Background: an optimization exercise with open tools, aiming at small area and a short achievable clock period. Do not read the settings as production practice. RTL that was checked went through simulation tests only; none was proved equivalent to the original. Function not checked in run 4: the RTL went through the layout flow alone. No activity file was given, so power comes from the tool's default toggle rates.

==> flow/flow/run.sh <==
#!/bin/bash
set -euo pipefail
MARGIN=0
CTS="-sink_clustering_enable -repair_clock_nets -buf_list sky130_fd_sc_hd__clkbuf_8 -sink_clustering_size 18 -sink_clustering_max_diameter 60 -dont_use_dummy_load"
bash standard.sh 'BUFFER_PORTS_ARGS=-buffer_cell sky130_fd_sc_hd__buf_1' "CTS_ARGS=$CTS" "SETUP_SLACK_MARGIN=$MARGIN" finish > standard_flow.log 2>&1
==> flow/standard.sh <==
#!/bin/bash
# synth_recipe.tcl (not shown) runs the flow's synth.tcl, then flattens the netlist and writes it again
# the make line also repeats each setting of config.mk as NAME=value (left out here)
make -C /OpenROAD-flow-scripts/flow DESIGN_CONFIG=/design/flow/config.mk WORK_HOME=/design/flow/orfs CLKGATE_MAP_FILE= SYNTH_SCRIPT=/design/flow/synth_recipe.tcl "${@:-finish}"
==> flow/config.mk <==
export PLATFORM = sky130hd
export DESIGN_NAME = chipInterface
export DESIGN_NICKNAME = chipInterface
export VERILOG_FILES = /design/flow/design.v
export SDC_FILE = /design/flow/constraint.sdc
export NUM_CORES = 4
export LEC_CHECK = 0
export ABC_AREA = 1
export CAP_MARGIN = 20
export CORE_MARGIN = 2
export CORE_UTILIZATION = 60
export SLEW_MARGIN = 20
==> flow/constraint.sdc <==
create_clock -name core_clock -period 20.0 [get_ports {CLOCK_50}]
set_input_delay 4.0000 -clock core_clock [delete_from_list [all_inputs] [get_ports {CLOCK_50}]]
set_output_delay 4.0000 -clock core_clock [all_outputs]
set_load 0.01 [all_outputs]
==> flow/design.v <==
`default_nettype none
module GradeZood(
	input logic GradeZoodNow, CLOCK_50, reset,
	input logic [2:0] master0, master1, master2, master3,
	input logic [2:0] guess0, guess1, guess2, guess3,
	input logic [3:0] seenOutZnarly,
	output logic [3:0] seenOutZood,
	output logic zoodDone
	);
	logic [3:0] seenOutZoodReg, zoodFinal;
	assign zoodFinal = seenOutZoodReg;
	logic [2:0] guessAtIndex;
	logic [1:0] index;
	logic indexDone, gradeZoodIndexNow, changeSOZ, resetSeenOutZoodReg;
	GradeZoodIndex idg(.*);
	localparam logic [2:0] waiting = 3'd0, changeZ = 3'd5, done = 3'd6, check0 = 3'd1, check1 = 3'd2, check2 = 3'd3, check3 = 3'd4;
	logic [2:0] currentState, nextState;
	always_comb
		case (currentState)
			waiting: nextState = (~GradeZoodNow) ? waiting : (seenOutZnarly[0] == 0) ? check0 : (seenOutZnarly[1] == 0) ? check1 : (seenOutZnarly[2] == 0) ? check2 : (seenOutZnarly[3] == 0) ? check3 : changeZ;
			check0: nextState = (~indexDone) ? check0 : (seenOutZnarly[1] == 0) ? check1 : (seenOutZnarly[2] == 0) ? check2 : (seenOutZnarly[3] == 0) ? check3 : changeZ;
			check1: nextState = (~indexDone) ? check1 : (seenOutZnarly[2] == 0) ? check2 : (seenOutZnarly[3] == 0) ? check3 : changeZ;
			check2: nextState = (~indexDone) ? check2 : (seenOutZnarly[3] == 0) ? check3 : changeZ;
			check3: nextState = (~indexDone) ? check3 : changeZ;
			changeZ: nextState = done;
			done: nextState = waiting;
			default: nextState = waiting;
		endcase
	always_comb begin
		changeSOZ = 0;
		index = 0;
		zoodDone = 0;
		gradeZoodIndexNow = 1;
		guessAtIndex = 0;
		resetSeenOutZoodReg = 0;
		case (currentState)
			waiting: begin
				resetSeenOutZoodReg = 1;
				gradeZoodIndexNow = 0;
			end
			check0: begin index = 0; guessAtIndex = guess0; end
			check1: begin index = 1; guessAtIndex = guess1; end
			check2: begin index = 2; guessAtIndex = guess2; end
			check3: begin index = 3; guessAtIndex = guess3; end
			changeZ: begin changeSOZ = 1; gradeZoodIndexNow = 0; end
			done: begin zoodDone = 1; gradeZoodIndexNow = 0; end
			default: ;
		endcase
	end
	always_ff @(posedge CLOCK_50, posedge reset)
		if (reset) begin
			currentState <= waiting;
			seenOutZood <= 0;
		end
		else begin
			if (changeSOZ)
				seenOutZood <= zoodFinal;
			currentState <= nextState;
		end
endmodule
module GradeZoodIndex(
	input logic gradeZoodIndexNow, CLOCK_50, reset, resetSeenOutZoodReg,
	input logic [2:0] guessAtIndex,
	input logic [2:0] master0, master1, master2, master3,
	input logic [1:0] index,
	input logic [3:0] zoodFinal, seenOutZnarly,
	output logic [3:0] seenOutZoodReg,
	output logic indexDone
	);
	logic seenMatch, seenMatchReg;
	logic resetZGT, timeToLoad;
	logic [1:0] updateIndex;
	localparam logic [2:0] waiting = 3'd0, done = 3'd5, check0 = 3'd1, check1 = 3'd2, check2 = 3'd3, check3 = 3'd4;
	logic [2:0] currentState, nextState;
	always_comb
		case (currentState)
			waiting: nextState = (~gradeZoodIndexNow) ? waiting : (index == 0 | zoodFinal[0]) ? check1 : check0;
			check0: nextState = (index == 1 | zoodFinal[1]) ? check2 : check1;
			check1: nextState = (index == 2 | zoodFinal[2]) ? check3 : check2;
			check2: nextState = (index == 3 | zoodFinal[3]) ? done : check3;
			check3: nextState = done;
			done: nextState = waiting;
			default: nextState = waiting;
		endcase
	always_comb begin
		seenMatch = 0;
		indexDone = 0;
		resetZGT = 0;
		updateIndex = 0;
		timeToLoad = 1;
		case (currentState)
			waiting: begin resetZGT = 1; timeToLoad = 0; end
			check0: begin
				seenMatch = (~seenMatchReg & (guessAtIndex == master0) & ~seenOutZnarly[0]) | seenOutZoodReg[0];
				updateIndex = 0;
			end
			check1: begin
				seenMatch = (~seenMatchReg & (guessAtIndex == master1) & ~seenOutZnarly[1]) | seenOutZoodReg[1];
				updateIndex = 1;
			end
			check2: begin
				seenMatch = (~seenMatchReg & (guessAtIndex == master2) & ~seenOutZnarly[2]) | seenOutZoodReg[2];
				updateIndex = 2;
			end
			check3: begin
				seenMatch = (~seenMatchReg & (guessAtIndex == master3) & ~seenOutZnarly[3]) | seenOutZoodReg[3];
				updateIndex = 3;
			end
			done: begin indexDone = 1; timeToLoad = 0; end
			default: ;
		endcase
	end
	always_ff @(posedge CLOCK_50, posedge reset)
		if (reset) begin
			currentState <= waiting;
			seenMatchReg <= 0;
			seenOutZoodReg <= 0;
		end
		else begin
			currentState <= nextState;
			if (resetZGT)
				seenMatchReg <= 0;
			else if (seenMatchReg == 0)
				seenMatchReg <= seenMatch;
			for (int k = 0; k < 4; k++)
				if (timeToLoad && updateIndex == k)
					seenOutZoodReg[k] <= seenMatch;
				else if (resetSeenOutZoodReg)
					seenOutZoodReg[k] <= 1'b0;
		end
endmodule
`default_nettype none
module chipInterface(
	input logic [17:0] SW,
	input logic [3:1] KEY,
	input logic KEY0,
	input logic CLOCK_50,
	output logic [6:0] HEX0, HEX1, HEX2, HEX3, HEX4, HEX5, HEX6, HEX7,
	output logic [7:0] LEDG,
	output logic [7:0] VGA_R, VGA_G, VGA_B,
	output logic VGA_BLANK_N, VGA_SYNC_N,
	output logic VGA_VS, VGA_HS
);
	logic clk, reset;
	assign clk = CLOCK_50;
	assign reset = ~KEY0;
	function automatic logic [6:0] bcd7(input logic [3:0] bcd);
		logic w, x, y, z;
		{w, x, y, z} = bcd;
		bcd7[6] = ~w&~x&~y | ~w&x&y&z;
		bcd7[5] = w&x | y&z | w&y | ~x&y | ~w&~x&z;
		bcd7[4] = z | w&y | x&~y;
		bcd7[3] = z&w | w&y | x&y&z | x&~y&~z | ~y&z&~x;
		bcd7[2] = w&x | w&y | ~x&y&~z;
		bcd7[1] = w&x | w&y | x&~y&z | x&y&~z;
		bcd7[0] = w&x | w&y | x&~y&~z | ~w&~x&~y&z;
	endfunction
	function automatic logic [6:0] bcd7to4(input logic [2:0] v);
		logic x, y, z;
		{x, y, z} = v;
		bcd7to4 = {~x & ~y, y | z, x | z, x | (z & ~y), y & ~z, 1'b0, x | (z & ~y)};
	endfunction
	function automatic logic [2:0] popc(input logic [3:0] v);
		popc = {2'b0, v[0]} + {2'b0, v[1]} + {2'b0, v[2]} + {2'b0, v[3]};
	endfunction
	logic c1, c2, goNow;
	logic s1, s2, startGameNow;
	logic k1, k2, LSN, GradeItNow;
	logic gamePlaying, resetMaster, GameWon, GameOver, GameWonOut, ready, masterLoaded;
	always_ff @(posedge clk, posedge reset)
		if (reset) begin
			c1 <= 0; c2 <= 0; goNow <= 0;
			s1 <= 0; s2 <= 0; startGameNow <= 0;
			k1 <= 0; k2 <= 0; LSN <= 0; GradeItNow <= 0;
		end
		else begin
			c1 <= ~KEY[1]; c2 <= c1; goNow <= c1 & ~c2;
			s1 <= ~KEY[2]; s2 <= s1; startGameNow <= s1 & ~s2 & ready;
			k1 <= ~KEY[3]; k2 <= k1; LSN <= k1 & ~k2;
			GradeItNow <= k1 & ~k2 & gamePlaying;
		end
	always_ff @(posedge clk, posedge reset)
		if (reset) begin
			gamePlaying <= 0;
			resetMaster <= 0;
			GameWon <= 0;
		end
		else begin
			gamePlaying <= (~gamePlaying & ~resetMaster & startGameNow) | (gamePlaying & ~GameOver);
			resetMaster <= gamePlaying & GameOver;
			GameWon <= (~gamePlaying & ~resetMaster & GameWon) | (resetMaster & GameWonOut);
		end
	logic [2:0] cs, csNext;
	logic [2:0] NumGames;
	logic drop;
	assign drop = cs[2];
	always_comb begin
		csNext = {1'b0, cs[1:0]};
		if (goNow)
			case ({cs[1:0], SW[17:16]})
				4'b00_01: csNext = 3'd1;
				4'b00_10: csNext = 3'd3;
				4'b00_11: csNext = 3'd5;
				4'b01_01: csNext = 3'd2;
				4'b01_10: csNext = 3'd4;
				4'b01_11: csNext = 3'd6;
				4'b10_01: csNext = 3'd3;
				4'b10_10: csNext = 3'd5;
				4'b10_11: csNext = 3'd7;
				4'b11_01: csNext = 3'd4;
				4'b11_10: csNext = 3'd6;
				4'b11_11: csNext = 3'd4;
				default: ;
			endcase
	end
	always_ff @(posedge clk, posedge reset)
		if (reset) begin
			cs <= 0;
			NumGames <= 0;
		end
		else begin
			cs <= csNext;
			if (startGameNow)
				NumGames <= NumGames - 3'd1;
			else if (drop & (NumGames != 3'd7))
				NumGames <= NumGames + 3'd1;
		end
	assign ready = (NumGames != 3'd0) & masterLoaded & ~gamePlaying;
	logic [3:0][2:0] master, masterD;
	assign masterLoaded = (master[0] != 0) & (master[1] != 0) & (master[2] != 0) & (master[3] != 0);
	always_comb
		for (int k = 0; k < 4; k++)
			if (LSN & ~gamePlaying & (SW[4:3] == k) & (master[k] == 0))
				masterD[k] = SW[2:0];
			else if (resetMaster)
				masterD[k] = 3'd0;
			else
				masterD[k] = master[k];
	always_ff @(posedge clk, posedge reset)
		if (reset) master <= 0;
		else master <= masterD;
	logic loadGuessNow, GradeZnarlyNow, GradeZoodNow, IncRoundNumber, zoodDone;
	logic [2:0] gst, gstNext;
	localparam logic [2:0] G_WAIT = 3'd0, G_LOAD = 3'd1, G_ZN = 3'd2, G_ZO = 3'd3, G_DONE = 3'd4;
	always_comb begin
		case (gst)
			G_WAIT: gstNext = GradeItNow ? G_LOAD : G_WAIT;
			G_LOAD: gstNext = G_ZN;
			G_ZN:   gstNext = G_ZO;
			G_ZO:   gstNext = zoodDone ? G_DONE : G_ZO;
			default: gstNext = G_WAIT;
		endcase
		loadGuessNow   = (gst == G_LOAD);
		GradeZnarlyNow = (gst == G_ZN);
		GradeZoodNow   = (gst == G_ZO);
		IncRoundNumber = (gst == G_DONE);
	end
	logic [3:0][2:0] guess;
	logic [3:0] RoundNumber;
	logic [2:0] Znarly;
	logic [3:0] seenOutZnarly, seenOutZood, eq;
	logic [2:0] rsrl;
	always_comb
		for (int k = 0; k < 4; k++)
			eq[k] = (guess[k] == master[k]);
	assign rsrl = gamePlaying ? popc(eq) : 3'd0;
	always_ff @(posedge clk, posedge reset)
		if (reset) begin
			gst <= G_WAIT;
			guess <= 0;
			RoundNumber <= 0;
			Znarly <= 0;
			GameWonOut <= 0;
			seenOutZnarly <= 0;
		end
		else begin
			gst <= gstNext;
			if (loadGuessNow) guess <= SW[11:0];
			else if (resetMaster) guess <= 0;
			if (IncRoundNumber) RoundNumber <= RoundNumber + 4'd1;
			else if (resetMaster) RoundNumber <= 0;
			if (GradeZnarlyNow) begin
				Znarly <= rsrl;
				GameWonOut <= (rsrl == 3'd4);
				seenOutZnarly <= eq;
			end
			else if (~gamePlaying) begin
				Znarly <= 0;
				GameWonOut <= 0;
				seenOutZnarly <= 0;
			end
		end
	assign GameOver = GameWonOut | RoundNumber[3];    
	GradeZood gz0(
		.GradeZoodNow (GradeZoodNow), .CLOCK_50 (clk), .reset (reset),
		.master0 (master[0]), .master1 (master[1]), .master2 (master[2]), .master3 (master[3]),
		.guess0 (guess[0]), .guess1 (guess[1]), .guess2 (guess[2]), .guess3 (guess[3]),
		.seenOutZnarly (seenOutZnarly), .seenOutZood (seenOutZood), .zoodDone (zoodDone));
	logic [2:0] zoodCount, Zood;
	assign zoodCount = popc(seenOutZood);
	assign Zood = gamePlaying ? zoodCount : 3'd0;
	assign HEX0 = bcd7({1'b0, NumGames});
	assign HEX1 = RoundNumber[3] ? 7'b0 : bcd7({1'b0, RoundNumber[2:0]});
	assign HEX2 = bcd7to4(Zood);
	assign HEX3 = bcd7to4(Znarly);
	assign HEX4 = bcd7(4'd0);
	assign HEX5 = bcd7(seenOutZnarly);
	assign HEX6 = bcd7(seenOutZood);
	assign HEX7 = bcd7(4'd0);
	assign LEDG = {5'b0, gamePlaying, GameOver, GameWon};
	mastermindVGA vga(
		.clk (clk), .reset (reset),
		.SW (SW), .gamePlaying (gamePlaying), .clearGame (resetMaster), .IncRoundNumber (IncRoundNumber),
		.RoundNumber (RoundNumber), .Znarly (Znarly), .zoodCount (zoodCount),
		.NumGames (NumGames), .masterD (masterD),
		.VGA_R (VGA_R), .VGA_G (VGA_G), .VGA_B (VGA_B),
		.VGA_BLANK_N (VGA_BLANK_N), .VGA_SYNC_N (VGA_SYNC_N),
		.VGA_VS (VGA_VS), .VGA_HS (VGA_HS));
endmodule
module mastermindVGA(
	input logic clk, reset,
	input logic [17:0] SW,
	input logic gamePlaying, clearGame, IncRoundNumber,
	input logic [3:0] RoundNumber,
	input logic [2:0] Znarly, zoodCount,
	input logic [2:0] NumGames,
	input logic [3:0][2:0] masterD,
	output logic [7:0] VGA_R, VGA_G, VGA_B,
	output logic VGA_BLANK_N, VGA_SYNC_N,
	output logic VGA_VS, VGA_HS
	);
	localparam logic [4:0] C_BLACK = 5'b00000, C_RED = 5'b11000, C_BLUE = 5'b00011,
		C_CYAN = 5'b00101, C_GREEN = 5'b00100, C_YELLOW = 5'b11100,
		C_PURPLE = 5'b01011, C_WHITE = 5'b11111;
	function automatic logic [4:0] shapeColor(input logic [2:0] shape,
		input logic top, bottom, left, right);
		shapeColor = C_BLACK;
		case (shape)
			3'd2: if (left | right) shapeColor = C_RED;
			3'd1: if (left | top) shapeColor = C_BLUE;
			3'd3: if (right | top) shapeColor = C_CYAN;
			3'd5: if (right | bottom) shapeColor = C_GREEN;
			3'd6: if (left | bottom) shapeColor = C_YELLOW;
			3'd4: if (bottom | top) shapeColor = C_PURPLE;
			default: ;
		endcase
	endfunction
	function automatic logic [3:0] zzEncode(input logic [2:0] n, z);
		logic [2:0] w;
		w = (z < 3'd4 - n) ? z : 3'd4 - n;
		case (n)
			3'd0: zzEncode = {1'b0, w};
			3'd1: zzEncode = 4'd5 + {1'b0, w};
			3'd2: zzEncode = 4'd9 + {1'b0, w};
			3'd3: zzEncode = 4'd12 + {1'b0, w};
			default: zzEncode = 4'd14;
		endcase
	endfunction
	function automatic logic [7:0] zzDecode(input logic [3:0] c);
		case (c)
			4'd0:  zzDecode = 8'b0000_0000;
			4'd1:  zzDecode = 8'b1000_0000;
			4'd2:  zzDecode = 8'b1100_0000;
			4'd3:  zzDecode = 8'b1110_0000;
			4'd4:  zzDecode = 8'b1111_0000;
			4'd5:  zzDecode = 8'b0000_0001;
			4'd6:  zzDecode = 8'b1000_0001;
			4'd7:  zzDecode = 8'b1100_0001;
			4'd8:  zzDecode = 8'b1110_0001;
			4'd9:  zzDecode = 8'b0000_0011;
			4'd10: zzDecode = 8'b1000_0011;
			4'd11: zzDecode = 8'b1100_0011;
			4'd12: zzDecode = 8'b0000_0111;
			4'd13: zzDecode = 8'b1000_0111;
			default: zzDecode = 8'b0000_1111;
		endcase
	endfunction
	logic       ph;
	logic [3:0] gx, gy, ngx, ngy;
	logic [5:0] dx, dy, ndx, ndy;
	logic       lineEnd, rowAdv;
	assign ngx = gx;
	assign ndx = dx;
	assign ngy = gy;
	assign ndy = dy;
	assign lineEnd = ph & (gx == 4'd12) & (dx == 6'd6);             
	assign rowAdv  = lineEnd | ((gy == 4'd9) & (dy == 6'd42));      
	always_ff @(posedge clk, posedge reset)
		if (reset) begin
			ph <= 1'b1; gx <= 4'd12; dx <= 6'd7;     
			gy <= 4'd9; dy <= 6'd43;                 
		end
		else begin
			ph <= ~ph;
			if (ph) begin
				if ((gx == 4'd15) & (dx == 6'd19)) begin gx <= 4'd0; dx <= 6'd0; end
				else if (dx == 6'd51) begin gx <= gx + 4'd1; dx <= 6'd0; end
				else dx <= dx + 6'd1;
			end
			if (rowAdv) begin
				if ((gy == 4'd10) & (dy == 6'd0)) begin gy <= 4'd0; dy <= 6'd0; end
				else if (dy == 6'd51) begin gy <= gy + 4'd1; dy <= 6'd0; end
				else dy <= dy + 6'd1;
			end
		end
	function automatic logic [3:0] cellBits(input logic [15:0] r16, input logic [2:0] idx);
		case (idx)
			3'd1: cellBits = {1'b0, r16[15:13]};
			3'd2: cellBits = {1'b0, r16[12:10]};
			3'd3: cellBits = {1'b0, r16[9:7]};
			3'd4: cellBits = {1'b0, r16[6:4]};
			default: cellBits = r16[3:0];
		endcase
	endfunction
	logic [6:0][15:0] ring;
	logic [2:0]       p, pendRow, tgt;
	logic [15:0]      L, portIn, rowIn;
	logic             pending, commitNow, w0, rowValid;
	logic [3:0]       zzIn, C;
	assign zzIn = zzEncode(Znarly, zoodCount);
	assign rowIn = {SW[11:0], zzIn};
	assign pendRow = RoundNumber[2:0] - 3'd1;
	assign commitNow = pending & (p == pendRow);
	assign portIn = commitNow ? L : ring[0];
	assign tgt = (ndx >= 6'd42) ? ngx[2:0] + 3'd1 : ngx[2:0];
	assign rowValid = gamePlaying & (ngy < RoundNumber) & (w0 | (ngy != 4'd0));
	always_ff @(posedge clk, posedge reset)
		if (reset) begin
			w0 <= 1'b0;
			pending <= 1'b0;
			p <= 3'd0;
		end
		else begin
			w0 <= gamePlaying & (w0 | (RoundNumber == 4'd0));
			p <= (p == 3'd6) ? 3'd0 : p + 3'd1;
			if (clearGame) pending <= 1'b0;
			else if (IncRoundNumber & gamePlaying & ~RoundNumber[3]) pending <= 1'b1;
			else if (commitNow) pending <= 1'b0;
		end
	always_ff @(posedge clk) begin
		ring[5:0] <= ring[6:1];
		ring[6] <= portIn;
		if (gamePlaying & (~pending | commitNow)) L <= rowIn;
		if (p == ngy[2:0]) C <= cellBits(portIn, tgt);
	end
	logic [3:0]  cbits;
	logic [2:0]  shapeG, shapeM, numValue;
	logic [7:0]  zzSq;
	logic        zoneX, zoneY;
	logic        segXa, segXr, segXl, segY0, segYup, segYlo, segY3, segY6;
	logic [6:0]  isSeg;
	logic        isNum, inBox, top, bottom, left, right;
	logic [3:0]  boxX, boxY;
	logic [4:0]  zzColor, shapeColorNext, colorNext;
	logic        masterNext;
	always_comb begin
		if (clearGame) cbits = 4'd0;
		else if (gamePlaying & (RoundNumber == ngy)) cbits = cellBits(rowIn, ngx[2:0]);
		else if (~rowValid) cbits = 4'd0;
		else if (pending & (pendRow == ngy[2:0])) cbits = cellBits(L, ngx[2:0]);
		else cbits = C;
	end
	assign shapeG = cbits[2:0];
	always_comb begin
		case (ngx[1:0])
			2'd1: shapeM = masterD[3];
			2'd2: shapeM = masterD[2];
			2'd3: shapeM = masterD[1];
			default: shapeM = masterD[0];
		endcase
	end
	assign zoneX = (ngx <= 4'd5);
	assign zoneY = (ngy <= 4'd8);
	assign segXa  = (ndx >= 6'd10) & (ndx < 6'd32);
	assign segXr  = (ndx >= 6'd28) & (ndx < 6'd32);
	assign segXl  = (ndx >= 6'd10) & (ndx < 6'd14);
	assign segY0  = (ndy >= 6'd10) & (ndy < 6'd14);
	assign segYup = (ndy >= 6'd10) & (ndy < 6'd21);
	assign segYlo = (ndy >= 6'd21) & (ndy < 6'd32);
	assign segY3  = (ndy >= 6'd28) & (ndy < 6'd32);
	assign segY6  = (ndy >= 6'd19) & (ndy < 6'd23);
	assign isSeg  = {segXa & segY6, segXl & segYup, segXl & segYlo, segXa & segY3,
	                 segXr & segYlo, segXr & segYup, segXa & segY0};
	assign numValue = (ngx == 4'd5) ? NumGames : ngy[2:0];
	always_comb
		case (numValue)
			3'd0: isNum = |isSeg[5:0];
			3'd1: isNum = |isSeg[2:1];
			3'd2: isNum = isSeg[0] | isSeg[1] | isSeg[6] | isSeg[4] | isSeg[3];
			3'd3: isNum = (|isSeg[3:0]) | isSeg[6];
			3'd4: isNum = (|isSeg[6:5]) | (|isSeg[2:1]);
			3'd5: isNum = (|isSeg[6:5]) | (|isSeg[3:2]) | isSeg[0];
			3'd6: isNum = (|isSeg[6:2]) | isSeg[0];
			default: isNum = |isSeg[2:0];
		endcase
	assign inBox  = (ndx < 6'd42) & (ndy < 6'd42);
	assign top    = (ndy < 6'd15);
	assign bottom = (ndy >= 6'd27);
	assign left   = (ndx < 6'd15);
	assign right  = (ndx >= 6'd27);
	assign boxX = {ndx >= 6'd26, ndx < 6'd16, ndx >= 6'd26, ndx < 6'd16};
	assign boxY = {ndy >= 6'd26, ndy >= 6'd26, ndy < 6'd16, ndy < 6'd16};
	assign zzSq = zzDecode(cbits);
	always_comb begin
		zzColor = C_BLACK;
		for (int k = 3; k >= 0; k--)
			if (boxX[k] & boxY[k] & inBox)
				zzColor = zzSq[k] ? C_RED : zzSq[k+4] ? C_WHITE : C_BLACK;
	end
	assign shapeColorNext = inBox ? shapeColor((ngy == 4'd8) ? shapeM : shapeG, top, bottom, left, right) : C_BLACK;
	assign masterNext = zoneX & (ngy == 4'd8) & (ngx != 4'd0) & (ngx != 4'd5);
	always_comb begin
		colorNext = C_BLACK;
		if (zoneX & zoneY) begin
			if (ngx == 4'd5) begin
				if (ngy == 4'd8) colorNext = isNum ? C_CYAN : C_BLACK;
				else colorNext = zzColor;
			end
			else if (ngx == 4'd0) begin
				if ((ngy != 4'd8) & isNum) colorNext = C_WHITE;
			end
			else colorNext = shapeColorNext;
		end
	end
	logic [4:0] colorReg, col;
	logic       notMaster, hsReg, vsReg, blankReg;
	always_ff @(posedge clk, posedge reset)
		if (reset) begin
			colorReg <= C_BLACK;
			notMaster <= 1'b1;
			hsReg <= 1'b1; vsReg <= 1'b1; blankReg <= 1'b0;
		end
		else begin
			colorReg <= colorNext;
			notMaster <= ~masterNext;
			hsReg <= ~(((gx == 4'd9) & (dx >= 6'd19)) | (gx == 4'd10) | ((gx == 4'd11) & (dx <= 6'd10)));
			vsReg <= ~((gy == 4'd9) & ((dy == 6'd12) | (dy == 6'd13)));
			blankReg <= ((gx == 4'd9) & (dx >= 6'd3)) | (gx == 4'd10) | (gx == 4'd11) |
			            ((gx == 4'd12) & (dx <= 6'd6)) |
			            ((gy == 4'd9) & (dy >= 6'd2) & (dy <= 6'd42));
		end
	assign col = colorReg & {5{notMaster | SW[15]}};
	assign VGA_R = {col[3], col[4], col[4], col[3], col[3], col[4], col[4], col[3]};
	assign VGA_G = {8{col[2]}};
	assign VGA_B = {col[0], col[0], col[1], col[1], col[0], col[0], col[1], col[1]};
	assign VGA_HS = hsReg;
	assign VGA_VS = vsReg;
	assign VGA_BLANK_N = ~blankReg;
	assign VGA_SYNC_N = 1'b0;
endmodule
==> results.cfg, run 1 <==
[drt]
drt_iter0_markers = 749
routedWlPerCell_um = 15.40
drcViolationCount = 0
routed_wl_mm = 25.88
dr.pass1.iters = 5
drt-vias-per-instance = 5.372
num_vias = 9025
postRouteAntennaNets = 0

[sta]
relSlewSlack_pct = 41.68
setup_viol = 0
hold_viol_final = 0
finalSetupTns_ps = 0
fin_crit_sh_pct = 43.27
min_period_ps = 8653
maxSlewViolCount = 0
worstMarginPinSlew_ps = 868.1
timing.fmax_mhz = 115.6
skew_ps = 46.53
grt_setup_unrepaired = no

[global_route]
globalRouteOverflowTotal = 0
grt_pass1_wl_mm = 41.79
grt_max_degree = 56
grt_pass1_vias = 8368
grt_usage_pct = 25.79
antenna_found_initial = 0

[place]
place_area_um2 = 11830
dp_hpwl_mm = 19.79
port_buffers = 89
place_congestion = 0.9448

[setup_path]
cp-start-kind = primary input
crit_path_max_fanout = 8
r2r-end = vga.colorReg[3]$_DFF_PN0_
endpoint_kind = output pin
ff2ff_setup_slack_ps = 15580
cp.arrival_ps = 4650
cp.required_ps = 16000
critPathMaxStageDelay_ps = 310
cpMaxStageDelayCell = nor2_1
r2r_cells = 32
path_class = in2out
cp_cell_sequence = buf_1, nor2_1, nor2_1, buf_1
reg2reg_from = gz0.seenOutZood[0]$_DFFE_PN0N_

[clocking]
cts_tree = yes
hold_buffers = 0
cts_resized = 0
htreeDepth = 1
clk_latency_ps = 540
clock-sinks = 240
clk_path_buf_depth = 3
post-cts-setup-buffer-count = 0
cts_buffers = 21
clk_pin_slew_ps = 100
root_buffer = clkbuf_8

[power_and_ir_drop]
pwr-share-clk_pct = 18.7
p_seq_share_pct = 46.1
p_comb_share_pct = 35.2
p_per_area_nw_per_um2 = 106.2
switchingPower_mw = 0.4955
vdd_drop_max_mv = 0.07203
power_leakage_nw = 5.765
switching_share_pct = 38.50
intPower_mw = 0.7916

[worst_hold_path]
hold_start = vga.ring[31]$_DFF_P_
hold_end = vga.ring[15]$_DFF_P_
min_path_type = reg2reg
holdPathStages = 0

[run]
cap_violations = 0

[final_layout]
fin_nets = 1517
diodes = 0
final_cell_area_um2 = 12120
fill_cells = 1654
multi_input_area_um2 = 4740
syn2layout_area_growth_pct = 5.214
seq_area_um2 = 5564
layout-drive-gt1-share_pct = 6.639

[yosys]
synth.avg_cell_area_um2 = 8.384
synth_warnings = 4
syn_inst = 1374
synth_seq_cells = 240
synth.top_cell.area_share_pct = 20.20
synth_common_cells = nand2_1 (227), inv_1 (219), nor2_1 (127)
yosysSeqAreaShare_pct = 48.30
synthFlopType = dfxtp_1
synth_top_area_cell = dfrtp_1
synth-edff-count = 20
async_reset_ff_share_pct = 45.00
synth_cell_types = 58
synth.most_common_cell = nand2_1
mappedNetlistArea_um2 = 11520
synthTopCellsByArea = dfrtp_1 (20%), dfxtp_1 (19%), nand2_1 (7.4%)

[die]
die_height_um = 142.6
std_cell_rows = 50
ios = 115
core_um2 = 18770
die_w_um = 142.6
die-area_um2 = 20320
initial_utilization_pct = 61.38

[run_status]
status = timing/DRC/antenna clean
[registers in the layout, summed over array words and instances, names as in the netlist, 4 cells and up]
name / flops
gz0.seenOutZood: 4
guess: 12
vga.C: 4
vga.ring: 112
seenOutZnarly: 4
vga.gy: 4
vga.dy: 6
vga.dx: 6
gz0.idg.seenOutZoodReg: 4
RoundNumber: 4
vga.gx: 4
vga.colorReg: 5
master: 12
vga.L: 16
[final cells by class]
cell class | instances | area share (%)
Timing Repair Buffer | 92 | 2.973
Inverter | 231 | 7.216
Clock buffer | 21 | 2.385
Multi-Input combinational cell | 862 | 39.10
Tap cell | 234 | 2.416
Sequential cell | 240 | 45.91
[stage by stage]
step / std cells / utilization (%) / power, mW / setup WS, ps / hold WS (ps)
2_1_floorplan: 1394 / - / 0.9375 / 11350 / 309.6
3_3_place_gp: 1659 / 63.04 / 1.043 / 11370 / 310.3
3_5_place_dp: 1659 / 63.04 / 1.051 / 11340 / 312.1
4_1_cts: 1680 / 64.58 / 1.295 / 11340 / 290.4
5_1_grt: 1680 / 64.58 / 1.381 / 11260 / 299.9
6_report: 1680 / 64.58 / 1.287 / 11350 / 289.6
[power groups by stage]
stage | clock network [mW] | registers, mW | logic, mW
floorplan | 0 | 0.584 | 0.353
global placement | 0 | 0.602 | 0.441
detailed placement | 0 | 0.602 | 0.449
CTS | 0.250 | 0.592 | 0.453
global route | 0.267 | 0.600 | 0.514
finish | 0.241 | 0.594 | 0.453
[worst max-delay path, delay by kind of cell]
kind                   cells  cell delay [ps]
buffers and inverters      2              270
AND/OR/NAND/NOR            2              390
[cells in the final DEF (no fill, tap or decap), drive strengths merged, types with 8 or more instances in the layout]
cell type,count
xnor2,14
conb,22
xor2,20
dfstp,15
nand2,240
o21ai,84
nand4,24
a21oi,47
nor4,10
ha,43
dfrtp,93
inv,228
edfxtp,20
nor3,28
or2,12
o22ai,47
buf,91
nor2,133
o211ai,8
nand3,79
dfxtp,112
clkbuf,22
[metal layers]
metal	vias up	wire length [um]	track usage [%]
li1	4554	-	-
met1	4171	12180	37.18
met2	253	11520	40.49
met3	47	1442	3.937
met4	0	737	7.712
met5	-	0	0
[worst max path at each step]
stage	endpoint	slack, ps	from	cells after the start
2_1_floorplan	VGA_G[1]	11350	SW[15]	3
3_3_place_gp	VGA_G[1]	11370	SW[15]	4
3_5_place_dp	VGA_G[5]	11340	SW[15]	4
4_1_cts	VGA_G[5]	11340	SW[15]	4
5_1_grt	VGA_G[3]	11260	SW[15]	4
6_report	VGA_G[5]	11350	SW[15]	4
[cell families after synthesis]
family / count (synthesis) / share of synthesized area, %
AO/OA/AOI/OAI: 228 / 11.88
XOR/XNOR: 34 / 2.585
adder cells (fa/ha/maj): 46 / 5.192
buffers and inverters: 292 / 11.21
flip-flops: 240 / 48.30
other: 2 / 0.06519
AND/OR/NAND/NOR: 532 / 20.77
==> inputs of run 2 (changes only) <==
--- a/flow/config.mk
+++ b/flow/config.mk
@@ -8,5 +8,5 @@
 export ABC_AREA = 1
 export CAP_MARGIN = 20
 export CORE_MARGIN = 2
-export CORE_UTILIZATION = 60
+export CORE_UTILIZATION = 75
 export SLEW_MARGIN = 20
==> run 2 against run 1 <==
Compared with the run above:
- still clean on timing, DRC and antenna
- sequential power rose by 0.7%
- synthesized cell count did not move
- combinational power about the same
- largest cell class unchanged
- largest power group unchanged
- highest routed layer unchanged
==> results.cfg, run 2 <==
[run_status]
status = timing/DRC/antenna clean

[sta]
finalSetupTns_ps = 0
grt_setup_unrepaired = no
maxSlewViolCount = 0
relSlewSlack_pct = 38.31
min_period_ps = 8715
hold_viol_final = 0
worstMarginPinSlew_ps = 918.3
timing.fmax_mhz = 114.7
skew_ps = 57.12
fin_crit_sh_pct = 43.58
setup_viol = 0

[power_and_ir_drop]
power_leakage_nw = 5.746
p_per_area_nw_per_um2 = 106.3
finalPower_mw = 1.278
vdd_drop_max_mv = 0.1219

[final_layout]
final_cell_mix = nand2_1 (227), inv_1 (219), nor2_1 (127), dfxtp_1 (112), dfrtp_1 (93)
multi_input_area_um2 = 4740
final_common_cell = nand2_1
seq_area_um2 = 5564
fill_cells = 1066
largest_reg_flops = 112
syn2layout_area_growth_pct = 4.410
diodes = 0
fin_nets = 1514
layout-drive-gt1-share_pct = 6.445
final_cell_area_um2 = 12030
reg_top3 = vga.ring (112), vga.L (16)
regMostFlops = vga.ring

[yosys]
synth_seq_cells = 240
async_reset_ff_share_pct = 45.00
synth_common_cells = nand2_1 (227), inv_1 (219), nor2_1 (127)
synth-edff-count = 20
synth.most_common_cell = nand2_1
yosysSeqAreaShare_pct = 48.30
synth.top_cell.area_share_pct = 20.20
mappedNetlistArea_um2 = 11520
synth_top_area_cell = dfrtp_1
synth_warnings = 4
synth.avg_cell_area_um2 = 8.384
synthFlopType = dfxtp_1
synthTopCellsByArea = dfrtp_1 (20%), dfxtp_1 (19%), nand2_1 (7.4%)
syn_inst = 1374
synth_cell_types = 58

[setup_path]
cp.arrival_ps = 4720
cp.required_ps = 16000
crit_path_end = VGA_G[5]
path_class = in2out
r2r-end = vga.colorReg[3]$_DFF_PN0_
critPathLaunch = SW[15]
r2r_cells = 32
crit_path_max_fanout = 8
reg2reg_from = gz0.seenOutZood[1]$_DFFE_PN0N_
endpoint_kind = output pin
ff2ff_setup_slack_ps = 15590
cp-start-kind = primary input

[place]
place_area_um2 = 11770
port_buffers = 89
place_congestion = 1.025
dp_hpwl_mm = 19.68

[clocking]
root_buffer = clkbuf_8
clk_path_buf_depth = 3
htreeDepth = 1
clk_pin_slew_ps = 90
post-cts-setup-buffer-count = 0
cts_tree = yes
hold_buffers = 0
cts_resized = 0
clock-sinks = 240
cts_buffers = 19
clk_latency_ps = 530

[drt]
routed_wl_mm = 26.24
met2_length_mm = 12.52
dr.pass1.iters = 7
met1Wirelength_mm = 11.11
drt_iter0_markers = 1224
top_layer_used = met4
drt-vias-per-instance = 5.807
wl_met3_mm = 1.957
num_vias = 9471
drcViolationCount = 0
postRouteAntennaNets = 0
routedWlPerCell_um = 16.09

[die]
die-area_um2 = 16370
die_w_um = 127.9
initial_utilization_pct = 76.34
core_um2 = 15090
ios = 115
die_height_um = 127.9
std_cell_rows = 45

[global_route]
grt_pass1_vias = 8879
grt_max_degree = 57
antenna_found_initial = 0
grt_usage_pct = 32.31
globalRouteOverflowTotal = 0
grt_pass1_wl_mm = 42.74

[worst_hold_path]
min_path_type = reg2reg

[run]
cap_violations = 0
run 2: cell counts after synthesis:
Identical to the previous run, type by type.
run 2: layer usage:
layer | up-vias | global-route usage (%)
met5 | - | 0
met4 | 0 | 8.468
met3 | 70 | 5.593
met2 | 403 | 55.02
met1 | 4445 | 43.27
li1 | 4553 | -
run 2: final cells by class:
type	instances	share of cell area (%)
Clock buffer	19	2.174
Inverter	231	7.271
Multi-Input combinational cell	862	39.40
Sequential cell	240	46.26
Tap cell	188	1.956
Timing Repair Buffer	91	2.934
run 2: per-stage QoR:
stage	setup WS, ps	utilization [%]	std cells	hold slack, ps
floorplan	11350	-	1394	309.6
global placement	11370	77.98	1612	310.5
detailed placement	11290	77.98	1612	312.1
CTS	11290	79.71	1631	300.3
global route	11220	79.71	1631	295.4
finish	11280	79.71	1631	302.5
run 2: logic make-up (layout without fill, tap and decap cells):
logic type      after synthesis  in the layout  synth area share (%)
fa+ha+maj                    46             46                 5.192
xor+xnor                     34             34                 2.585
simple gates                532            532                 20.77
buf+inv                     292            341                 11.21
compound gates              228            228                 11.88
other cells                   2             22               0.06519
flops                       240            240                 48.30
run 2: worst max-delay path, stage by stage:
cell,delay [ps]
buf_1,70
nor2_1,290
nor2_1,190
buf_1,170
run 2: worst min path at each step:
stage / end / depth (start not counted) / from / slack (ps)
2_1_floorplan: vga.ring[0]$_DFF_P_ / 0 / vga.ring[16]$_DFF_P_ / 310
3_3_place_gp: vga.ring[80]$_DFF_P_ / 0 / vga.ring[96]$_DFF_P_ / 310
3_5_place_dp: vga.ring[15]$_DFF_P_ / 0 / vga.ring[31]$_DFF_P_ / 310
4_1_cts: vga.ring[60]$_DFF_P_ / 0 / vga.ring[76]$_DFF_P_ / 300
5_1_grt: vga.ring[60]$_DFF_P_ / 0 / vga.ring[76]$_DFF_P_ / 300
6_report: vga.ring[60]$_DFF_P_ / 0 / vga.ring[76]$_DFF_P_ / 300
run 2: where the power goes:
part / switching [mW] / internal [mW]
sequential: 0.0561 / 0.542
combinational: 0.298 / 0.155
clock: 0.142 / 0.0856
total: 0.496 / 0.782
==> inputs of run 3 (changes only) <==
--- a/flow/config.mk
+++ b/flow/config.mk
@@ -8,5 +8,5 @@
 export ABC_AREA = 1
 export CAP_MARGIN = 20
 export CORE_MARGIN = 2
-export CORE_UTILIZATION = 75
+export CORE_UTILIZATION = 40
 export SLEW_MARGIN = 20
==> run 3 against run 2 <==
Compared with the run above:
- flip-flop and latch count stayed put
- synthesized cell count stayed put
- final area is 2.6% higher
- hold slack worse by 12 ps
- largest cell class unchanged
- highest routed layer unchanged
==> results.cfg, run 3 <==
[run_status]
status = timing/DRC/antenna clean

[die]
ios = 115
std_cell_rows = 62
core_um2 = 28550
die-area_um2 = 30170
die_w_um = 173.7
initial_utilization_pct = 40.35
die_height_um = 173.7

[final_layout]
fin_util_pct = 43.21
diodes = 0
finalNonFillerCells = 1832
final_common_cell = nand2_1
fin_nets = 1519
final_cell_area_um2 = 12340
regMostFlops = vga.ring
reg_top3 = vga.ring (112), vga.L (16)
largest_reg_flops = 112
syn2layout_area_growth_pct = 7.082
final_cell_mix = nand2_1 (227), inv_1 (219), nor2_1 (127), dfxtp_1 (112), dfrtp_1 (93)
layout-drive-gt1-share_pct = 6.768

[clocking]
htreeDepth = 1
cts_tree = yes
hold_buffers = 0
root_buffer = clkbuf_8
cts_buffers = 23
clk_pin_slew_ps = 100
clk_path_buf_depth = 3
clock-sinks = 240
post-cts-setup-buffer-count = 0
clk_latency_ps = 550
cts_resized = 0

[yosys]
synthTopCellsByArea = dfrtp_1 (20%), dfxtp_1 (19%), nand2_1 (7.4%)
synthFlopType = dfxtp_1
synth.most_common_cell = nand2_1
synth-edff-count = 20
mappedNetlistArea_um2 = 11520
synth_common_cells = nand2_1 (227), inv_1 (219), nor2_1 (127)
synth_seq_cells = 240
synth_warnings = 4
synth_top_area_cell = dfrtp_1
yosysSeqAreaShare_pct = 48.30
synth_cell_types = 58
synth.avg_cell_area_um2 = 8.384
async_reset_ff_share_pct = 45.00
syn_inst = 1374
synth.top_cell.area_share_pct = 20.20

[global_route]
antenna_found_initial = 0
globalRouteOverflowTotal = 0
grt_usage_pct = 17.65
grt_max_degree = 72
grt_pass1_wl_mm = 43.60
grt_pass1_vias = 8614

[drt]
routed_wl_mm = 26.69
postRouteAntennaNets = 0
routedWlPerCell_um = 14.57
num_vias = 9112
dr.pass1.iters = 5
drt-vias-per-instance = 4.974
drcViolationCount = 0
drt_iter0_markers = 597

[sta]
fin_crit_sh_pct = 43.34
timing.fmax_mhz = 115.4
worstMarginPinSlew_ps = 904.2
min_period_ps = 8668
maxSlewViolCount = 0
worst_slack_ps = 11330
grt_setup_unrepaired = no
setup_viol = 0
hold_viol_final = 0
skew_ps = 56.46
hold_ws_ps = 290.0
finalSetupTns_ps = 0
relSlewSlack_pct = 39.26

[run]
cap_violations = 0

[setup_path]
cp_cell_sequence = buf_1, nor2_1, nor2_1, buf_1
crit_family = simple AND/OR/NAND/NOR gates
cpMaxStageDelayCell = nor2_1
crit_buf_inv = 2
crit_path_max_fanout = 8
cp.required_ps = 16000
cp.arrival_ps = 4670
critPathMaxStageDelay_ps = 270
cp-start-kind = primary input
endpoint_kind = output pin
path_class = in2out

[place]
place_area_um2 = 12020
place_congestion = 0.9079
dp.cells = 1809
place_ws_ps = 11310
dp_hpwl_mm = 20.58
port_buffers = 89

[worst_hold_path]
min_path_type = reg2reg

[power_and_ir_drop]
p_per_area_nw_per_um2 = 105.3
finalPower_mw = 1.299
power_leakage_nw = 5.779
vdd_drop_max_mv = 0.07196
## run 3: cell counts after synthesis
No cell type changed its count.
## run 3: path summary, 6_finish.rpt
| kind | start | to | slack, ps | cells past startpoint |
|---|---|---|---|---|
| min reg2reg | vga.ring[33]$_DFF_P_ | vga.ring[17]$_DFF_P_ | 290 | 0 |
| max | SW[15] | VGA_G[6] | 11330 | 4 |
| min in group asynchronous | KEY0 | c2$_DFF_PN0_ | 3450 | 1 |
| max in group asynchronous | KEY0 | master[9]$_DFF_PN0_ | 15220 | 2 |
| max reg2reg | gz0.seenOutZood[0]$_DFFE_PN0N_ | vga.colorReg[3]$_DFF_PN0_ | 15560 | 32 |
| min | vga.ring[33]$_DFF_P_ | vga.ring[17]$_DFF_P_ | 290 | 0 |
## run 3: report_power, final
part	switching, mW	internal, mW	leakage (nW)
combinational	0.301	0.156	3.19
clock	0.147	0.102	0.165
sequential	0.0515	0.542	2.43
## run 3: layer usage
metal | wire length (um) | track usage (%)
met1 | 12970 | 25.05
met2 | 11960 | 28.65
met5 | 0 | 0
met3 | 1194 | 2.412
met4 | 554 | 4.237
## run 3: final cells by class
type	instances	area (um2)
fillers	2931	16210
repair buffers	92	360.3
multi-input cells	862	4740
flip-flops and latches	240	5564
clock buffers	23	316.6
well taps	384	480.5
inverters	231	874.6
## run 3: kinds of logic after synthesis
logic type	count (synthesis)	synth area share [%]
and+or+nand+nor	532	20.77
buffers and inverters	292	11.21
DFF	240	48.30
AOI/OAI and AO/OA	228	11.88
other	2	0.06519
xor gates and xnor gates	34	2.585
adders and majority gates	46	5.192
==> inputs of run 4 (changes only) <==
--- a/flow/design.v
+++ b/flow/design.v
@@ -8,7 +8,6 @@
 	output logic zoodDone
 	);
 	logic [3:0] seenOutZoodReg, zoodFinal;
-	assign zoodFinal = seenOutZoodReg;
 	logic [2:0] guessAtIndex;
 	logic [1:0] index;
 	logic indexDone, gradeZoodIndexNow, changeSOZ, resetSeenOutZoodReg;
@@ -51,11 +50,13 @@
 		if (reset) begin
 			currentState <= waiting;
 			seenOutZood <= 0;
+			zoodFinal <= 0;
 		end
 		else begin
 			if (changeSOZ)
 				seenOutZood <= zoodFinal;
 			currentState <= nextState;
+			zoodFinal <= seenOutZoodReg;
 		end
 endmodule
 module GradeZoodIndex(
@@ -375,33 +376,35 @@
 			default: zzDecode = 8'b0000_1111;
 		endcase
 	endfunction
-	logic       ph;
+	logic       ph, nph;
 	logic [3:0] gx, gy, ngx, ngy;
 	logic [5:0] dx, dy, ndx, ndy;
 	logic       lineEnd, rowAdv;
-	assign ngx = gx;
-	assign ndx = dx;
-	assign ngy = gy;
-	assign ndy = dy;
 	assign lineEnd = ph & (gx == 4'd12) & (dx == 6'd6);             
 	assign rowAdv  = lineEnd | ((gy == 4'd9) & (dy == 6'd42));      
+	always_comb begin
+		nph = ~ph;
+		ngx = gx; ndx = dx;
+		ngy = gy; ndy = dy;
+		if (ph) begin
+			if ((gx == 4'd15) & (dx == 6'd19)) begin ngx = 4'd0; ndx = 6'd0; end
+			else if (dx == 6'd51) begin ngx = gx + 4'd1; ndx = 6'd0; end
+			else ndx = dx + 6'd1;
+		end
+		if (rowAdv) begin
+			if ((gy == 4'd10) & (dy == 6'd0)) begin ngy = 4'd0; ndy = 6'd0; end
+			else if (dy == 6'd51) begin ngy = gy + 4'd1; ndy = 6'd0; end
+			else ndy = dy + 6'd1;
+		end
+	end
 	always_ff @(posedge clk, posedge reset)
 		if (reset) begin
-			ph <= 1'b1; gx <= 4'd12; dx <= 6'd7;     
+			ph <= 1'b0; gx <= 4'd12; dx <= 6'd7;     
 			gy <= 4'd9; dy <= 6'd43;                 
 		end
 		else begin
-			ph <= ~ph;
-			if (ph) begin
-				if ((gx == 4'd15) & (dx == 6'd19)) begin gx <= 4'd0; dx <= 6'd0; end
-				else if (dx == 6'd51) begin gx <= gx + 4'd1; dx <= 6'd0; end
-				else dx <= dx + 6'd1;
-			end
-			if (rowAdv) begin
-				if ((gy == 4'd10) & (dy == 6'd0)) begin gy <= 4'd0; dy <= 6'd0; end
-				else if (dy == 6'd51) begin gy <= gy + 4'd1; dy <= 6'd0; end
-				else dy <= dy + 6'd1;
-			end
+			ph <= nph; gx <= ngx; dx <= ndx;
+			gy <= ngy; dy <= ndy;
 		end
 	function automatic logic [3:0] cellBits(input logic [15:0] r16, input logic [2:0] idx);
 		case (idx)
@@ -412,34 +415,38 @@
 			default: cellBits = r16[3:0];
 		endcase
 	endfunction
-	logic [6:0][15:0] ring;
+	logic [7:0]       rowValid;
+	logic [7:0][15:0] ring;
 	logic [2:0]       p, pendRow, tgt;
 	logic [15:0]      L, portIn, rowIn;
-	logic             pending, commitNow, w0, rowValid;
+	logic             pending, commitNow;
 	logic [3:0]       zzIn, C;
 	assign zzIn = zzEncode(Znarly, zoodCount);
 	assign rowIn = {SW[11:0], zzIn};
-	assign pendRow = RoundNumber[2:0] - 3'd1;
 	assign commitNow = pending & (p == pendRow);
 	assign portIn = commitNow ? L : ring[0];
 	assign tgt = (ndx >= 6'd42) ? ngx[2:0] + 3'd1 : ngx[2:0];
-	assign rowValid = gamePlaying & (ngy < RoundNumber) & (w0 | (ngy != 4'd0));
+	always_ff @(posedge clk, posedge reset)
+		if (reset) rowValid <= 8'd0;
+		else if (clearGame) rowValid <= 8'd0;
+		else if (gamePlaying)
+			for (int r = 0; r < 8; r++)
+				if (RoundNumber == r) rowValid[r] <= 1'b1;
 	always_ff @(posedge clk, posedge reset)
 		if (reset) begin
-			w0 <= 1'b0;
-			pending <= 1'b0;
 			p <= 3'd0;
+			pending <= 1'b0;
 		end
 		else begin
-			w0 <= gamePlaying & (w0 | (RoundNumber == 4'd0));
-			p <= (p == 3'd6) ? 3'd0 : p + 3'd1;
+			p <= p + 3'd1;
 			if (clearGame) pending <= 1'b0;
 			else if (IncRoundNumber & gamePlaying & ~RoundNumber[3]) pending <= 1'b1;
 			else if (commitNow) pending <= 1'b0;
 		end
 	always_ff @(posedge clk) begin
-		ring[5:0] <= ring[6:1];
-		ring[6] <= portIn;
+		ring[6:0] <= ring[7:1];
+		ring[7] <= portIn;
+		if (IncRoundNumber & gamePlaying) pendRow <= RoundNumber[2:0];
 		if (gamePlaying & (~pending | commitNow)) L <= rowIn;
 		if (p == ngy[2:0]) C <= cellBits(portIn, tgt);
 	end
@@ -456,7 +463,7 @@
 	always_comb begin
 		if (clearGame) cbits = 4'd0;
 		else if (gamePlaying & (RoundNumber == ngy)) cbits = cellBits(rowIn, ngx[2:0]);
-		else if (~rowValid) cbits = 4'd0;
+		else if (~rowValid[ngy[2:0]]) cbits = 4'd0;
 		else if (pending & (pendRow == ngy[2:0])) cbits = cellBits(L, ngx[2:0]);
 		else cbits = C;
 	end
@@ -523,28 +530,24 @@
 		end
 	end
 	logic [4:0] colorReg, col;
-	logic       notMaster, hsReg, vsReg, blankReg;
+	logic       notMaster;
 	always_ff @(posedge clk, posedge reset)
 		if (reset) begin
 			colorReg <= C_BLACK;
 			notMaster <= 1'b1;
-			hsReg <= 1'b1; vsReg <= 1'b1; blankReg <= 1'b0;
 		end
 		else begin
 			colorReg <= colorNext;
 			notMaster <= ~masterNext;
-			hsReg <= ~(((gx == 4'd9) & (dx >= 6'd19)) | (gx == 4'd10) | ((gx == 4'd11) & (dx <= 6'd10)));
-			vsReg <= ~((gy == 4'd9) & ((dy == 6'd12) | (dy == 6'd13)));
-			blankReg <= ((gx == 4'd9) & (dx >= 6'd3)) | (gx == 4'd10) | (gx == 4'd11) |
-			            ((gx == 4'd12) & (dx <= 6'd6)) |
-			            ((gy == 4'd9) & (dy >= 6'd2) & (dy <= 6'd42));
 		end
 	assign col = colorReg & {5{notMaster | SW[15]}};
 	assign VGA_R = {col[3], col[4], col[4], col[3], col[3], col[4], col[4], col[3]};
 	assign VGA_G = {8{col[2]}};
 	assign VGA_B = {col[0], col[0], col[1], col[1], col[0], col[0], col[1], col[1]};
-	assign VGA_HS = hsReg;
-	assign VGA_VS = vsReg;
-	assign VGA_BLANK_N = ~blankReg;
+	assign VGA_HS = ~(((gx == 4'd9) & (dx >= 6'd19)) | (gx == 4'd10) | ((gx == 4'd11) & (dx <= 6'd10)));
+	assign VGA_VS = ~((gy == 4'd9) & ((dy == 6'd12) | (dy == 6'd13)));
+	assign VGA_BLANK_N = ~(((gx == 4'd9) & (dx >= 6'd3)) | (gx == 4'd10) | (gx == 4'd11) |
+	                       ((gx == 4'd12) & (dx <= 6'd6)) |
+	                       ((gy == 4'd9) & (dy >= 6'd2) & (dy <= 6'd42)));
 	assign VGA_SYNC_N = 1'b0;
 endmodule
==> run 4 against run 3 <==
Compared with the run above:
- routed wire length grew 9.7%
- clock power grew 6%
- total power grew 3.9%
- worst setup slack lost 3.3 ps
- combinational power shrank 8.1%
- synthesized cell count grew 10%
- global-route usage shrank 0.14 points
- via count grew 8.8%
- largest cell class unchanged
==> results.cfg, run 4 <==
[run_status]
status = timing/DRC/antenna clean

[power_and_ir_drop]
vdd_drop_max_mv = 0.06384
power_leakage_nw = 6.440
finalPower_mw = 1.350
p_per_area_nw_per_um2 = 99.21

[final_layout]
diodes = 0
regMostFlops = vga.ring
multi_input_area_um2 = 5405
final_common_cell = nand2_1
fin_nets = 1659
fill_cells = 3198
seq_area_um2 = 6171
largest_reg_flops = 128
final_cell_mix = nand2_1 (291), inv_1 (191), dfxtp_1 (128), nor2_1 (123), nand3_1 (108)
fin_util_pct = 43.13
syn2layout_area_growth_pct = 6.418
reg_top3 = vga.ring (128), vga.L (16)
layout-drive-gt1-share_pct = 9.824
finalNonFillerCells = 1990

[drt]
dr.pass1.iters = 5
drt-vias-per-instance = 4.981
num_vias = 9912
drt_iter0_markers = 623
postRouteAntennaNets = 0
routed_wl_mm = 29.27
routedWlPerCell_um = 14.71
drcViolationCount = 0

[sta]
finalSetupTns_ps = 0
timing.fmax_mhz = 115.3
hold_viol_final = 0
setup_viol = 0
grt_setup_unrepaired = no
skew_ps = 78.18
maxSlewViolCount = 0
worst_slack_ps = 11330
fin_crit_sh_pct = 43.36
relSlewSlack_pct = 38.87
min_period_ps = 8671
worstMarginPinSlew_ps = 916.9

[setup_path]
path_class = in2out
cp.required_ps = 16000
endpoint_kind = output pin
critPathLaunch = SW[15]
cp.arrival_ps = 4670
reg2reg_from = gz0.seenOutZood[0]$_DFFE_PN0N_
cp-start-kind = primary input
crit_path_max_fanout = 8

[yosys]
synthFlopType = dfxtp_1
syn_inst = 1515
synthTopCellsByArea = dfrtp_1 (20%), dfxtp_1 (20%), nand2_1 (8.5%)
synth_warnings = 4
synth.avg_cell_area_um2 = 8.441
synth_seq_cells = 267
synth.most_common_cell = nand2_1
synth_top_area_cell = dfrtp_1
async_reset_ff_share_pct = 43.45
synth.top_cell.area_share_pct = 20.35
synth_cell_types = 63
synth_common_cells = nand2_1 (291), inv_1 (191), dfxtp_1 (128)
synth-edff-count = 23
mappedNetlistArea_um2 = 12790
yosysSeqAreaShare_pct = 48.25

[global_route]
globalRouteOverflowTotal = 0
antenna_found_initial = 0
grt_pass1_vias = 9444
grt_usage_pct = 17.51
grt_pass1_wl_mm = 47.71
grt_max_degree = 78

[place]
place_ws_ps = 11320
dp_hpwl_mm = 22.23
dp.cells = 1968
port_buffers = 89
place_congestion = 0.8992

[die]
die_height_um = 182.8
std_cell_rows = 65
die_w_um = 182.8
die-area_um2 = 33420
core_um2 = 31560
initial_utilization_pct = 40.53
ios = 115

[clocking]
clk_pin_slew_ps = 100
cts_buffers = 22
cts_tree = yes
root_buffer = clkbuf_8
post-cts-setup-buffer-count = 0
cts_resized = 0
hold_buffers = 0
htreeDepth = 1
clk_latency_ps = 570
clk_path_buf_depth = 3
clock-sinks = 267

[worst_hold_path]
min_path_type = reg2reg
hold_start = vga.ring[48]$_DFF_P_

[run]
cap_violations = 0
-- run 4: cell type report --
| type | count | share of cell area (%) |
|---|---|---|
| sequential | 267 | 45.34 |
| multi-input combinational | 981 | 39.72 |
| inverter | 223 | 6.178 |
| tap | 402 | 3.696 |
| timing repair buffer | 95 | 2.841 |
| clock buffer | 22 | 2.225 |
-- run 4: path summary, 6_finish.rpt --
| check | slack (ps) | cells past startpoint | to |
|---|---|---|---|
| setup / recovery | 11330 | 4 | VGA_G[1] |
| hold / removal | 300 | 0 | vga.ring[32]$_DFF_P_ |
| setup reg to reg | 15350 | 24 | vga.colorReg[4]$_DFF_PN0_ |
| hold reg to reg | 300 | 0 | vga.ring[32]$_DFF_P_ |
| max in group asynchronous | 15350 | 2 | vga.dx[4]$_DFF_PN0_ |
| min in group asynchronous | 3430 | 1 | gz0.currentState[1]$_DFF_PN0_ |
-- run 4: metal layers --
metal	GRT usage (%)	up-vias	wire length, um
met5	0	-	0
met4	5.920	0	953
met3	2.303	54	1358
met2	28.27	227	12960
met1	24.37	4609	13990
li1	-	5022	-
-- run 4: kinds of logic (layout without fill, tap and decap cells) --
kind of cell	Yosys count	in the layout	share of synthesized area, %
compound gates	215	215	10.03
xor+xnor	36	36	2.583
fa+ha+maj	46	46	4.677
buf+inv	287	340	10.12
flops	267	267	48.25
other cells	2	22	0.05872
simple gates	662	662	24.28
-- run 4: where the power goes --
part           switching [mW]  internal (mW)
logic                   0.278          0.142
registers              0.0590          0.608
clock network           0.164         0.0984
total                   0.501          0.849
-- run 4: stage by stage --
stage               hold slack [ps]  area (um2)
floorplan                     309.6       12860
global placement              309.7       13300
detailed placement            312.1       13300
CTS                           293.3       13600
global route                  311.7       13610
finish                        301.3       13610
-- run 4: critical path: stages --
cell    delay, ps
buf_1          70
nor2_1         80
nor2_1        330
buf_1         200

-- port drivers added, routing unchanged --
In the flow no input, the clock included, has a driving cell. The finished layouts below were timed again as built, in two steps. Step 1 (the two cells are an assumption about what drives the block):
set clk [get_ports {CLOCK_50}]
set_driving_cell -lib_cell sky130_fd_sc_hd__clkbuf_16 $clk
set_driving_cell -lib_cell sky130_fd_sc_hd__buf_2 [delete_from_list [all_inputs] $clk]
Step 2, shift: input delay + t, output delay - t, t = (earliest + latest rising clock arrival at the registers) / 2. This alone moves slack from input paths to output paths. a / b / c = no drivers / after step 1 / after step 2; a / b = the first two.
run | shift t [ns] | setup WS [ns] | hold slack, ns
run 1 | 0.565 | 11.347 / 11.314 / 11.314 | 0.290 / 0.290 / 0.290
run 2 | 0.545 | 11.285 / 11.265 / 11.265 | 0.303 / 0.303 / 0.303
run 3 | 0.570 | 11.332 / 11.311 / 11.311 | 0.290 / 0.290 / 0.290
run 4 | 0.577 | 11.329 / 11.302 / 11.302 | 0.301 / 0.301 / 0.301
After both steps setup and hold are still met in every run listed. For run 1, which loses most, drivers alone change the setup slack by -0.033 ns; drivers and shift together by -0.033 ns.
